What follows belongs to an exercise in optimizing a design on an open flow for small area; a production flow would make more cautious choices.
No functional check of the RTL was part of any run shown here.
The flow treats the clock pin as an ideal source. Dropping or thinning the clock tree relies on that and would not hold on a real chip.
Power is estimated from default activity; no workload was simulated.

==> design.v <==
module elevator_controller #(
  parameter N = 8,
  parameter NUM_CLK_DELAY = 1024
  )(
  input                    clk,     
  input                    rst_n,   
  input  [N-1:0]           button_up,
  input  [N-1:0]           button_down,
  input                    button_close,
  input                    button_open,
  input  [N-1:0]           button_select_floor,
  input  [N-1:0]           floor_sensor,
  input                    overweight_sensor,
  input                    fire_alert,
  output                   close_door,
  output                   open_door,
  output                   motor_up,
  output                   motor_down,
  output reg               direction_up,
  output reg               direction_down
);
  localparam CHECK = 2'b00, UP = 2'b01, DOWN = 2'b10, OPEN = 2'b11;
  localparam CW = $clog2(NUM_CLK_DELAY);
  reg  [1:0] state;
  reg  [2:0] floor_reg;
  reg  [CW-1:0] left;
  reg           done;
  reg  [2:0] cf;
  integer i;
  always @(*) begin
    cf = floor_reg;
    for (i = 0; i < N; i = i + 1)
      if (floor_sensor[i]) cf = i;
  end
  wire [N-1:0] rq = button_select_floor | button_up | button_down;
  reg higher, lower;
  always @(*) begin
    higher = 1'b0;
    lower  = 1'b0;
    for (i = 0; i < N; i = i + 1) begin
      if (i > cf) higher = higher | rq[i];
      if (i < cf) lower  = lower  | rq[i];
    end
  end
  wire rq_c   = rq[cf];
  wire up_c   = button_up[cf];
  wire down_c = button_down[cf];
  wire up_floor   = ({1'b0, cf} == {1'b0, floor_reg} + 4'd1);
  wire down_floor = ({1'b0, cf} + 4'd1 == {1'b0, floor_reg});
  wire s_check = (state == CHECK);
  wire s_open  = (state == OPEN);
  assign motor_up   = (state == UP);
  assign motor_down = (state == DOWN);
  wire hold = overweight_sensor | button_open;
  assign close_door = s_open & ~hold & (button_close | done);
  assign open_door  = s_open & ~close_door;
  wire inc = s_open & ~hold & ~button_close;
  wire open_req = rq_c & (up_c ? ~direction_down : (~down_c | ~direction_up));
  wire init = s_check & ~fire_alert & open_req;
  reg [1:0] next_state;
  always @(*) begin
    case (state)
      CHECK:
        if (fire_alert | open_req)               next_state = OPEN;
        else if (higher & ~direction_down)       next_state = UP;
        else if (lower & ~higher & ~direction_up) next_state = DOWN;
        else                                     next_state = CHECK;
      UP:   next_state = up_floor   ? CHECK : UP;
      DOWN: next_state = down_floor ? CHECK : DOWN;
      default: next_state = close_door ? CHECK : OPEN;
    endcase
  end
  always @(posedge clk or negedge rst_n) begin
    if (~rst_n) begin
      state          <= CHECK;
      floor_reg      <= 3'd0;
      direction_up   <= 1'b0;
      direction_down <= 1'b0;
      done           <= 1'b1;
    end else begin
      state     <= next_state;
      floor_reg <= cf;
      if (up_floor) begin
        direction_up   <= (cf != N-1);
        direction_down <= 1'b0;
      end else if (down_floor) begin
        direction_up   <= 1'b0;
        direction_down <= (cf != 0);
      end else begin
        direction_up   <= direction_up & (up_c | higher);
        direction_down <= direction_down & (down_c | lower);
      end
      done <= ~init & (done | (inc & ~(|left)));
    end
  end
  always @(posedge clk) begin
    if (init)
      left <= {CW{1'b1}};
    else if (inc)
      left <= left - 1'b1;
  end
endmodule
==> flow/run.sh <==
#!/bin/bash
# Own layout flow: the standard ORFS flow (standard.sh), with these changes:
#  - synthesis maps logic with an area-oriented ABC script (flow/abc.script.in):
#    it is run with several deepsyn seeds, and the seed giving the smallest
#    netlist is used for the layout; no half/full-adder extraction step
#  - port buffers use the smallest buffer cell
#  - the clock tree is one buffer driving all flip-flops
#    (flow/post_cts.tcl collapses the tree CTS builds)
# Each tool's full output goes to the ORFS logs under orfs/logs (and
# trial_N/orfs/logs for the synthesis trials); make's own output goes to
# flow.log and trial_N/make.log.
set -euo pipefail
W=$PWD
SEEDS="$(seq -s " " 0 31)"
JOBS=${NUM_CORES:-4}

make_scripts() {  # $1 = folder, $2 = seed
  rm -rf "$1/scripts"
  mkdir -p "$1"
  cp -r "$FLOW_HOME/scripts" "$1/scripts"
  sed "s/@SEED@/$2/" "$W/flow/abc.script.in" > "$1/scripts/abc_speed.script"
}

# synthesis trials, JOBS at a time
n=0
for S in $SEEDS; do
  T="$W/trial_$S"
  make_scripts "$T" "$S"
  ( bash standard.sh "SCRIPTS_DIR=$T/scripts" "ADDER_MAP_FILE=" "WORK_HOME=$T/orfs" synth \
      > "$T/make.log" 2>&1 || true ) &
  n=$((n + 1))
  if (( n % JOBS == 0 )); then wait; fi
done
wait

BEST=""; BEST_AREA=""
for S in $SEEDS; do
  R="$W/trial_$S/orfs/reports/sky130hd/elevator_controller/base/synth_stat.txt"
  [[ -f $R ]] || continue
  A=$(awk '/Chip area for module/ {print $NF}' "$R" | tail -1)
  echo "trial seed $S: synth area $A" | tee -a "$W/trials.log"
  if [[ -z $BEST ]] || awk -v a="$A" -v b="$BEST_AREA" 'BEGIN{exit !(a < b)}'; then
    BEST=$S; BEST_AREA=$A
  fi
done
[[ -n $BEST ]] || { echo "no synthesis trial finished"; exit 1; }
echo "using seed $BEST (synth area $BEST_AREA)" | tee -a "$W/trials.log"

make_scripts "$W" "$BEST"
CTS="-sink_clustering_enable -repair_clock_nets -buf_list {sky130_fd_sc_hd__clkbuf_4} -root_buf sky130_fd_sc_hd__clkbuf_4 -dont_use_dummy_load"
bash standard.sh "SCRIPTS_DIR=$W/scripts" "ADDER_MAP_FILE=" \
  "BUFFER_PORTS_ARGS=-buffer_cell sky130_fd_sc_hd__buf_1" \
  "CTS_ARGS=$CTS" "POST_CTS_TCL=$W/flow/post_cts.tcl" \
  "POST_CTS_ROOT_CELL=sky130_fd_sc_hd__buf_6" finish > "$W/flow.log" 2>&1
# trial folders are only needed for their logs
for S in $SEEDS; do rm -rf "$W/trial_$S/orfs/results" "$W/trial_$S/orfs/objects" "$W/trial_$S/scripts"; done
==> flow/abc.script.in <==
strash
&get -n
&deepsyn -J 300 -T 600 -S @SEED@
&put
&get -n
&dch -f
&nf -R 1000 -p -F 10 -C 32
&put
==> flow/post_cts.tcl <==
# Collapse the clock tree that CTS built (a root buffer feeding a few leaf
# buffers) into the root buffer alone, driving every flip-flop directly.
# Every flip-flop still gets its clock through the same single buffer.
set block [ord::get_db_block]
set clk_port_net [$block findNet clk]
set root ""
foreach it [$clk_port_net getITerms] {
  if { [[$it getMTerm] getIoType] == "INPUT" } {
    set inst [$it getInst]
    if { [string match "sky130_fd_sc_hd__clkbuf_*" [[$inst getMaster] getName]] } {
      if { $root != "" } { puts "post_cts: more than one buffer on clk, leaving the tree"; set root "x" }
      if { $root == "" } { set root $inst }
    }
  }
}
if { $root != "" && $root != "x" } {
  set rnet [[$root findITerm X] getNet]
  set leaves {}
  foreach it [$rnet getITerms] {
    set inst [$it getInst]
    if { $inst == $root } { continue }
    if { [string match "sky130_fd_sc_hd__clkbuf_*" [[$inst getMaster] getName]] } {
      lappend leaves $inst
    }
  }
  foreach leaf $leaves {
    set lnet [[$leaf findITerm X] getNet]
    set sinks {}
    foreach it [$lnet getITerms] {
      if { [$it getInst] != $leaf } { lappend sinks $it }
    }
    foreach it $sinks {
      $it disconnect
      $it connect $rnet
    }
    puts "post_cts: removed [$leaf getName], moved [llength $sinks] sinks to [$rnet getName]"
    odb::dbInst_destroy $leaf
    odb::dbNet_destroy $lnet
  }
  if { [[$root getMaster] getName] != $::env(POST_CTS_ROOT_CELL) } {
    replace_cell [$root getName] $::env(POST_CTS_ROOT_CELL)
  }
  detailed_placement
  check_placement -verbose
  estimate_parasitics -placement
  report_clock_skew
  report_checks -path_delay min_max
}
==> standard.sh <==
#!/bin/bash
# synth_recipe.tcl (not shown) runs the flow's synth.tcl, then flattens the netlist and writes it again
# the make line also repeats each setting of config.mk as NAME=value (left out here)
make -C /OpenROAD-flow-scripts/flow DESIGN_CONFIG=/design/flow/config.mk WORK_HOME=/design/flow/orfs CLKGATE_MAP_FILE= SYNTH_SCRIPT=/design/flow/synth_recipe.tcl "${@:-finish}"
==> config.mk <==
export PLATFORM = sky130hd
export DESIGN_NAME = elevator_controller
export DESIGN_NICKNAME = elevator_controller
export VERILOG_FILES = /design/flow/design.v
export SDC_FILE = /design/flow/constraint.sdc
export NUM_CORES = 4
export LEC_CHECK = 0
export CAP_MARGIN = 0
export CORE_AREA = 2.3 2.72 59.8 59.84
export DIE_AREA = 0 0 62 62
export GPL_TIMING_DRIVEN = 0
export SLEW_MARGIN = 0
==> constraint.sdc <==
create_clock -name core_clock -period 10.0 [get_ports {clk}]
set_input_delay 2.0000 -clock core_clock [delete_from_list [all_inputs] [get_ports {clk}]]
set_output_delay 2.0000 -clock core_clock [all_outputs]
set_load 0.01 [all_outputs]
==> summary.txt, run 1 <==
# TYPE chip_impl_metric gauge
chip_impl_metric{name="fp.coreArea",unit="um2"} 3280
chip_impl_metric{name="reg2reg_setup_slack",unit="ns"} 6.53
chip_impl_metric{name="detail_route.drc_violations",unit=""} 0
chip_impl_metric{name="max_cap_viols",unit=""} 0
chip_impl_metric{name="global_route_wire_length_before_repair",unit="mm"} 4.58
chip_impl_metric{name="routed_wl",unit="mm"} 2.91
chip_impl_metric{name="worst-endpoint-required",unit="ns"} 10.09
chip_impl_metric{name="worstPathArrival",unit="ns"} 5.15
chip_impl_metric{name="synth_compound_gate_area_share",unit="%"} 26.4
chip_impl_metric{name="track_usage",unit="%"} 17.2
chip_impl_metric{name="largest_net_degree_at_the_start_of_global_routing",unit=""} 19
chip_impl_metric{name="timing_hold_violations_final",unit=""} 0
chip_impl_metric{name="nNetsFinal",unit=""} 226
chip_impl_info{name="r2r-start",value="floor_reg[0]$_DFF_PN0_"} 1
chip_impl_metric{name="starting_density_of_the_core",unit="%"} 33.9
chip_impl_metric{name="ys_seq_area_share",unit="%"} 36.0
chip_impl_metric{name="grt_pass1_vias",unit=""} 1069
chip_impl_metric{name="synth-seq-cells",unit=""} 18
chip_impl_metric{name="gp_routability_congestion",unit=""} 0.892
chip_impl_metric{name="min_path_cells",unit=""} 2
chip_impl_metric{name="final_max_slew_viol_count",unit=""} 0
chip_impl_metric{name="design.die.area",unit="um2"} 3840
chip_impl_metric{name="p_per_area",unit="nW/um2"} 163
chip_impl_metric{name="number_of_antenna_violations_at_the_first_check_in_global_routing",unit=""} 0
chip_impl_info{name="endpoint_with_the_worst_hold_slack",value="left[5]$_SDFFE_PP1P_"} 1
chip_impl_info{name="cp-start-kind",value="input port"} 1
chip_impl_metric{name="worstRegToRegCells",unit=""} 13
chip_impl_metric{name="max_slew.worst_pin.slew",unit="ns"} 0.995
chip_impl_info{name="critical_path_class",value="in2reg"} 1
chip_impl_info{name="end_kind",value="flop"} 1
chip_impl_metric{name="number_of_synthesized_flops_with_an_enable_pin",unit=""} 0
chip_impl_metric{name="mappedNetlistNets",unit=""} 180
chip_impl_metric{name="netlist_area",unit="um2"} 1110
chip_impl_metric{name="drt_pre_antenna_iters",unit=""} 7
chip_impl_metric{name="largest_reg_flops",unit=""} 10
chip_impl_metric{name="boundaryPins",unit=""} 44
chip_impl_metric{name="muxShareOfSynthArea",unit="%"} 1.80
chip_impl_metric{name="die_width",unit="um"} 62
chip_impl_metric{name="vdd.ir_drop.worst",unit="V"} 0.0000523
chip_impl_metric{name="path_max_fanout",unit=""} 11
chip_impl_metric{name="drt_iter0_markers",unit=""} 106
chip_impl_metric{name="cts.clk_slew.worst_paths",unit="ns"} 0.12
chip_impl_info{name="synth_ff_type",value="sky130_fd_sc_hd__dfxtp_1"} 1
chip_impl_info{name="status",value="no timing/DRC/antenna violations"} 1
chip_impl_metric{name="yosys.cell_types.count",unit=""} 34
chip_impl_info{name="layout_common_cells",value="43 x sky130_fd_sc_hd__buf_1, 16 x sky130_fd_sc_hd__nor2_1, 15 x sky130_fd_sc_hd__nand2_1"} 1
chip_impl_metric{name="fmax",unit="MHz"} 198
chip_impl_metric{name="synth-simple-area-share",unit="%"} 30.5
chip_impl_metric{name="route.detailed.vias_per_inst",unit=""} 5.44
chip_impl_info{name="main_combinational_cell_family_by_area_after_synthesis",value="simple AND/OR/NAND/NOR gates"} 1
chip_impl_metric{name="power_leakage",unit="uW"} 0.000456
chip_impl_metric{name="gr-total-overflow",unit=""} 0
chip_impl_metric{name="report.final.setup_viol",unit=""} 0
chip_impl_metric{name="die_y",unit="um"} 62
chip_impl_metric{name="synthesis.instances",unit=""} 142
chip_impl_metric{name="final_period_minus_worst_setup_slack",unit="ns"} 5.06
chip_impl_info{name="crit-reg2reg-capture",value="done$_DFF_PN1_"} 1
chip_impl_metric{name="totalNegativeSetupSlack",unit="ns"} 0
chip_impl_metric{name="postSynthAreaPerCell",unit="um2"} 7.85
chip_impl_metric{name="layout.filler_cells",unit=""} 351
chip_impl_metric{name="synth_adder_area_share",unit="%"} 0
chip_impl_metric{name="drive_above_1_share",unit="%"} 1.08
chip_impl_metric{name="synthXorXnorAreaFrac",unit="%"} 3.93
chip_impl_metric{name="ys.warnings.count",unit=""} 1
chip_impl_metric{name="finalClockSkew",unit="ns"} 0.00135
chip_impl_metric{name="num_antenna_cells",unit=""} 0
chip_impl_metric{name="route.detailed.wl_per_inst",unit="um"} 12.5
chip_impl_metric{name="async_set_or_reset_register_ratio_after_synthesis",unit="%"} 44.4
chip_impl_metric{name="drt.antenna.violating_nets",unit=""} 0
chip_impl_info{name="class_of_the_tightest_hold_or_removal_check",value="reg2reg"} 1
chip_impl_info{name="worstHoldStart",value="left[5]$_SDFFE_PP1P_"} 1
chip_impl_metric{name="clkSinkCount",unit=""} 18
chip_impl_metric{name="fin_total_pwr",unit="uW"} 219
chip_impl_metric{name="numPortBuffers",unit=""} 43
chip_impl_metric{name="areaGrowthSynthToFinish",unit="%"} 20.7
chip_impl_info{name="grt_setup_unrepaired",value="false"} 1
chip_impl_metric{name="via_count",unit=""} 1262
chip_impl_metric{name="clock_latency",unit="ns"} 0.14
chip_impl_info{name="commonest_non_fill_non_tap_cell_in_the_layout",value="sky130_fd_sc_hd__buf_1"} 1
chip_impl_metric{name="rows",unit=""} 21
chip_impl_metric{name="dpl.hpwl",unit="mm"} 2.33
chip_impl_metric{name="timing.final.crit_share",unit="%"} 50.6
chip_impl_metric{name="timing.slew.headroom",unit="%"} 33.1
[through the flow]
stage / cell area, um2 / setup slack (ns) / instances / util, % / hold WS, ns
detailed placement: 1330 / 4.75 / 231 / 40.6 / 0.453
global placement: 1330 / 4.88 / 231 / 40.6 / 0.444
finish: 1350 / 4.94 / 232 / 41.0 / 0.480
global route: 1350 / 4.54 / 232 / 41.0 / 0.500
floorplan: 1110 / 5.26 / 142 / - / 0.434
[area by class of cell]
cell class              count  area [um2]  share of cell area [%]
multi-input cells         120         698                    51.9
flip-flops and latches     18         402                    29.9
repair buffers             43         161                    12.0
well taps                  46        57.6                    4.28
inverters                   4        15.0                    1.12
clock buffers               1        11.3                   0.837
[cell families after synthesis]
kind of cell | after synthesis
simple gates | 70
compound gates | 43
xor+xnor | 5
buf+inv | 4
mux | 2
flops | 18
[worst max path at each step]
| stage | startpoint | end | slack (ns) | cells past startpoint |
|---|---|---|---|---|
| after floorplan | button_open | open_door | 5.26 | 3 |
| after global placement | floor_sensor[0] | done$_DFF_PN1_ | 4.88 | 13 |
| after detailed placement | floor_sensor[0] | done$_DFF_PN1_ | 4.75 | 12 |
| after global routing | floor_sensor[0] | left[9]$_SDFFE_PP1P_ | 4.54 | 13 |
| final | floor_sensor[0] | done$_DFF_PN1_ | 4.94 | 12 |
[cell usage after synthesis, types with 2 or more instances]
library cell | count | area [um2]
sky130_fd_sc_hd__nand3b_1 | 2 | 15.0
sky130_fd_sc_hd__dfxtp_1 | 10 | 200
sky130_fd_sc_hd__a221o_1 | 3 | 30.0
sky130_fd_sc_hd__nand3_1 | 6 | 30.0
sky130_fd_sc_hd__clkinv_1 | 4 | 15.0
sky130_fd_sc_hd__nor3_1 | 12 | 60.1
sky130_fd_sc_hd__dfrtp_1 | 7 | 175
sky130_fd_sc_hd__o22ai_1 | 7 | 43.8
sky130_fd_sc_hd__mux2i_1 | 2 | 20.0
sky130_fd_sc_hd__or2_0 | 4 | 25.0
sky130_fd_sc_hd__a31oi_1 | 2 | 12.5
sky130_fd_sc_hd__o21ai_0 | 11 | 55.1
sky130_fd_sc_hd__o221ai_1 | 5 | 43.8
sky130_fd_sc_hd__xor2_1 | 4 | 35.0
sky130_fd_sc_hd__o31ai_1 | 4 | 30.0
sky130_fd_sc_hd__nor2_1 | 16 | 60.1
sky130_fd_sc_hd__nand2_1 | 15 | 56.3
sky130_fd_sc_hd__or3_1 | 6 | 37.5
sky130_fd_sc_hd__nor2b_1 | 4 | 25.0
sky130_fd_sc_hd__a21oi_1 | 4 | 20.0
[metal layers]
metal,up-vias,track usage (%),part of all wire [%]
met5,-,0,0
met4,0,3.65,0.93
met3,2,1.86,7.0
met2,49,27.4,43
li1,629,-,-
met1,582,25.1,49
[critical path: stages]
cell and delay (ns):
sky130_fd_sc_hd__buf_1 0.08, sky130_fd_sc_hd__nor2_1 0.14, sky130_fd_sc_hd__a211oi_1 0.14, sky130_fd_sc_hd__o31ai_1 0.82
sky130_fd_sc_hd__or2_0 0.36, sky130_fd_sc_hd__o22ai_1 0.13, sky130_fd_sc_hd__or3_1 0.32, sky130_fd_sc_hd__o31ai_1 0.13
sky130_fd_sc_hd__nor2b_1 0.09, sky130_fd_sc_hd__a221oi_1 0.33, sky130_fd_sc_hd__nand3b_1 0.38, sky130_fd_sc_hd__o21a_1 0.22
[power breakdown]
group          switching [uW]  leakage [uW]  internal, uW
Clock                    18.5    0.00000605          8.15
Sequential               16.3      0.000171          97.2
Combinational            43.5      0.000280          35.2
==> run 2: changes to the inputs <==
--- a/design.v
+++ b/design.v
@@ -23,12 +23,13 @@
   localparam CW = $clog2(NUM_CLK_DELAY);
   reg  [1:0] state;
   reg  [2:0] floor_reg;
-  reg  [CW-1:0] left;
+  reg  [CW-1:0] elapsed;
   reg           done;
   reg  [2:0] cf;
   integer i;
+  wire [2:0] fr_bin = ~floor_reg;
   always @(*) begin
-    cf = floor_reg;
+    cf = fr_bin;
     for (i = 0; i < N; i = i + 1)
       if (floor_sensor[i]) cf = i;
   end
@@ -45,8 +46,8 @@
   wire rq_c   = rq[cf];
   wire up_c   = button_up[cf];
   wire down_c = button_down[cf];
-  wire up_floor   = ({1'b0, cf} == {1'b0, floor_reg} + 4'd1);
-  wire down_floor = ({1'b0, cf} + 4'd1 == {1'b0, floor_reg});
+  wire up_floor   = ({1'b0, cf} == {1'b0, fr_bin} + 4'd1);
+  wire down_floor = ({1'b0, cf} + 4'd1 == {1'b0, fr_bin});
   wire s_check = (state == CHECK);
   wire s_open  = (state == OPEN);
   assign motor_up   = (state == UP);
@@ -73,13 +74,13 @@
   always @(posedge clk or negedge rst_n) begin
     if (~rst_n) begin
       state          <= CHECK;
-      floor_reg      <= 3'd0;
+      floor_reg      <= 3'b111;
       direction_up   <= 1'b0;
       direction_down <= 1'b0;
       done           <= 1'b1;
     end else begin
       state     <= next_state;
-      floor_reg <= cf;
+      floor_reg <= ~cf;
       if (up_floor) begin
         direction_up   <= (cf != N-1);
         direction_down <= 1'b0;
@@ -90,13 +91,13 @@
         direction_up   <= direction_up & (up_c | higher);
         direction_down <= direction_down & (down_c | lower);
       end
-      done <= ~init & (done | (inc & ~(|left)));
+      done <= ~init & (done | (inc & (&elapsed)));
     end
   end
   always @(posedge clk) begin
     if (init)
-      left <= {CW{1'b1}};
+      elapsed <= {CW{1'b0}};
     else if (inc)
-      left <= left - 1'b1;
+      elapsed <= elapsed + 1'b1;
   end
 endmodule
==> run 2 against run 1 <==
Net effect:
- cell area rose by 0.65%
- count of clock-buffer cells in the layout unchanged
- first-iteration DRC count decreased by 35%
- still clean on timing, DRC and antenna
- synthesized cell count is 4.9% higher
- clock power decreased by 2%
- highest routed layer unchanged
- critical path type is now in2out
- via count down 2.9%
- clock skew barely moved
- sequential share of layout area up 0.084 points
==> summary.txt, run 2 <==
# TYPE chip_impl_metric gauge
chip_impl_metric{name="drt.antenna.violating_nets",unit=""} 0
chip_impl_metric{name="nNetsFinal",unit=""} 234
chip_impl_info{name="status",value="no timing/DRC/antenna violations"} 1
chip_impl_metric{name="postSynthAreaPerCell",unit="um2"} 7.45
chip_impl_metric{name="final_max_slew_viol_count",unit=""} 0
chip_impl_metric{name="mappedNetlistNets",unit=""} 187
chip_impl_metric{name="number_of_synthesized_flops_with_an_enable_pin",unit=""} 0
chip_impl_metric{name="met3_usage",unit="%"} 2.48
chip_impl_info{name="grt.busiest_layer",value="met2"} 1
chip_impl_info{name="cp-start-kind",value="input port"} 1
chip_impl_metric{name="global_route_wire_length_before_repair",unit="mm"} 4.34
chip_impl_metric{name="finalClockSkew",unit="ns"} 0.00127
chip_impl_metric{name="reg2reg_setup_slack",unit="ns"} 6.93
chip_impl_metric{name="clkSinkCount",unit=""} 18
chip_impl_metric{name="numPortBuffers",unit=""} 43
chip_impl_metric{name="cts.clk_slew.worst_paths",unit="ns"} 0.12
chip_impl_metric{name="post-synth-top-area-fraction",unit="%"} 18.0
chip_impl_info{name="synth_ff_type",value="sky130_fd_sc_hd__dfxtp_1"} 1
chip_impl_info{name="endpoint_with_the_worst_hold_slack",value="elapsed[8]$_SDFFE_PP0P_"} 1
chip_impl_metric{name="num_antenna_cells",unit=""} 0
chip_impl_metric{name="report.final.setup_viol",unit=""} 0
chip_impl_metric{name="areaGrowthSynthToFinish",unit="%"} 22.0
chip_impl_metric{name="gp_routability_congestion",unit=""} 0.826
chip_impl_metric{name="number_of_antenna_violations_at_the_first_check_in_global_routing",unit=""} 0
chip_impl_metric{name="synth-seq-cells",unit=""} 18
chip_impl_metric{name="die_width",unit="um"} 62
chip_impl_metric{name="yosys.cell_types.count",unit=""} 32
chip_impl_info{name="class_of_the_tightest_hold_or_removal_check",value="reg2reg"} 1
chip_impl_info{name="commonest_non_fill_non_tap_cell_in_the_layout",value="sky130_fd_sc_hd__buf_1"} 1
chip_impl_metric{name="clock_latency",unit="ns"} 0.14
chip_impl_info{name="library_cell_with_the_highest_instance_count_after_synthesis",value="sky130_fd_sc_hd__nor2_1"} 1
chip_impl_metric{name="fmax",unit="MHz"} 210
chip_impl_metric{name="design.die.area",unit="um2"} 3840
chip_impl_metric{name="worst-endpoint-required",unit="ns"} 8.00
chip_impl_metric{name="routed_wl",unit="mm"} 2.64
chip_impl_info{name="worstHoldStart",value="elapsed[8]$_SDFFE_PP0P_"} 1
chip_impl_metric{name="timing.final.crit_share",unit="%"} 47.6
chip_impl_info{name="crit-reg2reg-capture",value="state[1]$_DFF_PN0_"} 1
chip_impl_metric{name="p_per_area",unit="nW/um2"} 138
chip_impl_metric{name="timing_hold_violations_final",unit=""} 0
chip_impl_info{name="critical_path_class",value="in2out"} 1
chip_impl_info{name="post-synth-top-area-cell",value="sky130_fd_sc_hd__dfxtp_1"} 1
chip_impl_metric{name="timing.slew.headroom",unit="%"} 63.1
chip_impl_metric{name="die_y",unit="um"} 62
chip_impl_metric{name="totalNegativeSetupSlack",unit="ns"} 0
chip_impl_metric{name="synthesis.instances",unit=""} 149
chip_impl_metric{name="largest_reg_flops",unit=""} 10
chip_impl_metric{name="grt_pass1_vias",unit=""} 1072
chip_impl_metric{name="rows",unit=""} 21
chip_impl_metric{name="async_set_or_reset_register_ratio_after_synthesis",unit="%"} 44.4
chip_impl_info{name="synth_common_cells",value="26 x sky130_fd_sc_hd__nor2_1, 20 x sky130_fd_sc_hd__nand2_1, 16 x sky130_fd_sc_hd__nor3_1, 11 x sky130_fd_sc_hd__a21oi_1, 10 x sky130_fd_sc_hd__dfxtp_1"} 1
chip_impl_metric{name="route.detailed.wl_per_inst",unit="um"} 11.0
chip_impl_metric{name="drt_pre_antenna_iters",unit=""} 5
chip_impl_metric{name="drive_above_1_share",unit="%"} 3.61
chip_impl_info{name="top_post_synthesis_cells_by_area",value="sky130_fd_sc_hd__dfxtp_1 18%, sky130_fd_sc_hd__dfstp_2 9.5%, sky130_fd_sc_hd__dfrtp_1 9.0%"} 1
chip_impl_metric{name="gr_util_met1",unit="%"} 21.4
chip_impl_metric{name="worstPathArrival",unit="ns"} 2.76
chip_impl_metric{name="max_slew.worst_pin.slew",unit="ns"} 0.554
chip_impl_metric{name="track_usage",unit="%"} 16.3
chip_impl_metric{name="ys_seq_area_share",unit="%"} 36.5
chip_impl_metric{name="route.detailed.vias_per_inst",unit=""} 5.10
chip_impl_metric{name="gr-total-overflow",unit=""} 0
chip_impl_metric{name="detail_route.drc_violations",unit=""} 0
chip_impl_metric{name="min_path_cells",unit=""} 2
chip_impl_metric{name="drt_iter0_markers",unit=""} 69
chip_impl_metric{name="grt.met2_usage",unit="%"} 27.5
chip_impl_metric{name="ys.warnings.count",unit=""} 1
chip_impl_metric{name="layout.core_utilization",unit="%"} 41.2
chip_impl_metric{name="power_leakage",unit="uW"} 0.000489
chip_impl_metric{name="boundaryPins",unit=""} 44
chip_impl_metric{name="largest_net_degree_at_the_start_of_global_routing",unit=""} 19
chip_impl_metric{name="dpl.hpwl",unit="mm"} 2.23
chip_impl_metric{name="worstRegToRegCells",unit=""} 11
chip_impl_metric{name="via_count",unit=""} 1225
chip_impl_metric{name="path_max_fanout",unit=""} 3
chip_impl_metric{name="vdd.ir_drop.worst",unit="V"} 0.0000545
chip_impl_info{name="grt_setup_unrepaired",value="false"} 1
chip_impl_metric{name="max_cap_viols",unit=""} 0
chip_impl_metric{name="starting_density_of_the_core",unit="%"} 33.8
chip_impl_metric{name="netlist_area",unit="um2"} 1110
chip_impl_metric{name="final_period_minus_worst_setup_slack",unit="ns"} 4.76
chip_impl_info{name="r2r-start",value="floor_reg[2]$_DFF_PN1_"} 1
chip_impl_metric{name="fp.coreArea",unit="um2"} 3280
chip_impl_info{name="end_kind",value="primary output"} 1
chip_impl_info{name="layout_common_cells",value="43 x sky130_fd_sc_hd__buf_1, 26 x sky130_fd_sc_hd__nor2_1, 20 x sky130_fd_sc_hd__nand2_1"} 1
chip_impl_metric{name="layout.filler_cells",unit=""} 360
[run 2: metal layers]
layer	share of wire, %	vias to the layer above
met2	49	42
met4	2.0	0
met1	44	541
met5	0	-
li1	-	636
met3	4.8	6
[run 2: worst max-delay path, cell delays in order]
cell and delay (ns):
sky130_fd_sc_hd__buf_1 0.07, sky130_fd_sc_hd__nor3_1 0.29, sky130_fd_sc_hd__o21a_1 0.21, sky130_fd_sc_hd__nor2_1 0.06, sky130_fd_sc_hd__buf_1 0.12
[run 2: logic make-up (layout without fill, tap and decap cells)]
group                  Yosys count  in the layout  share of synthesized area (%)
AND/OR/NAND/NOR                 91             91                           39.0
AO/OA/AOI/OAI                   32             32                           19.3
flip-flops                      18             18                           36.5
XOR/XNOR                         4              4                           3.16
buffers and inverters            3             48                           1.01
multiplexers                     1              1                           1.01
[run 2: worst max-delay path by stage]
stage,from,end,slack [ns]
after floorplan,floor_sensor[4],elapsed[1]$_SDFFE_PP0P_,5.39
after global placement,floor_sensor[7],elapsed[4]$_SDFFE_PP0P_,4.44
after detailed placement,floor_sensor[7],state[1]$_DFF_PN0_,5.23
after global routing,floor_sensor[7],state[1]$_DFF_PN0_,5.02
final,button_open,open_door,5.24
[run 2: power breakdown]
part	leakage (uW)	internal (uW)	switching (uW)
clock network	0.00000605	8.14	17.9
logic	0.000313	27.2	36.3
registers	0.000170	85.4	11.4
[run 2: final cells by class]
type	count	area (um2)	share of cell area (%)
Multi-Input combinational cell	128	699	51.7
Sequential cell	18	405	29.9
Timing Repair Buffer	44	169	12.5
Tap cell	46	57.6	4.25
Clock buffer	1	11.3	0.832
Inverter	3	11.3	0.832
[run 2: through the flow]
stage          setup WS (ns)  hold WS (ns)  instance area (um2)  instances  power, uW
6_report                5.24         0.497                 1350        240        186
3_3_place_gp            4.44         0.477                 1330        238        160
2_1_floorplan           5.39         0.465                 1110        149        138
3_5_place_dp            5.23         0.478                 1340        239        162
5_1_grt                 5.02         0.515                 1350        240        204

[what the ideal ports hide]
How much do the figures lean on ideal ports? The routed layouts below were timed once more, with nothing changed but the port constraints. Step 1 assumes that a clkbuf_16 drives the clock port and a buf_2 every other input. Step 2, shift: input delay + t, output delay - t, t = (earliest + latest rising clock arrival at the registers) / 2. This alone moves slack from input paths to output paths. Three values: ideal ports, drivers, drivers and shift; two values: the first two.
run	shift t [ns]	setup WS [ns]	hold slack, ns	clock arrival spread, ns	worst data-port slew with drivers (ns)
run 1	0.166	4.939 / 4.943 / 4.777	0.480 / 0.480 / 0.480	0.002 / 0.001	0.04
run 2	0.163	5.244 / 5.222 / 5.203	0.497 / 0.497 / 0.497	0.002 / 0.001	0.03
After both steps every run listed still meets setup and hold. For run 1, which loses most, drivers alone change the setup slack by +0.004 ns; drivers and shift together by -0.162 ns.
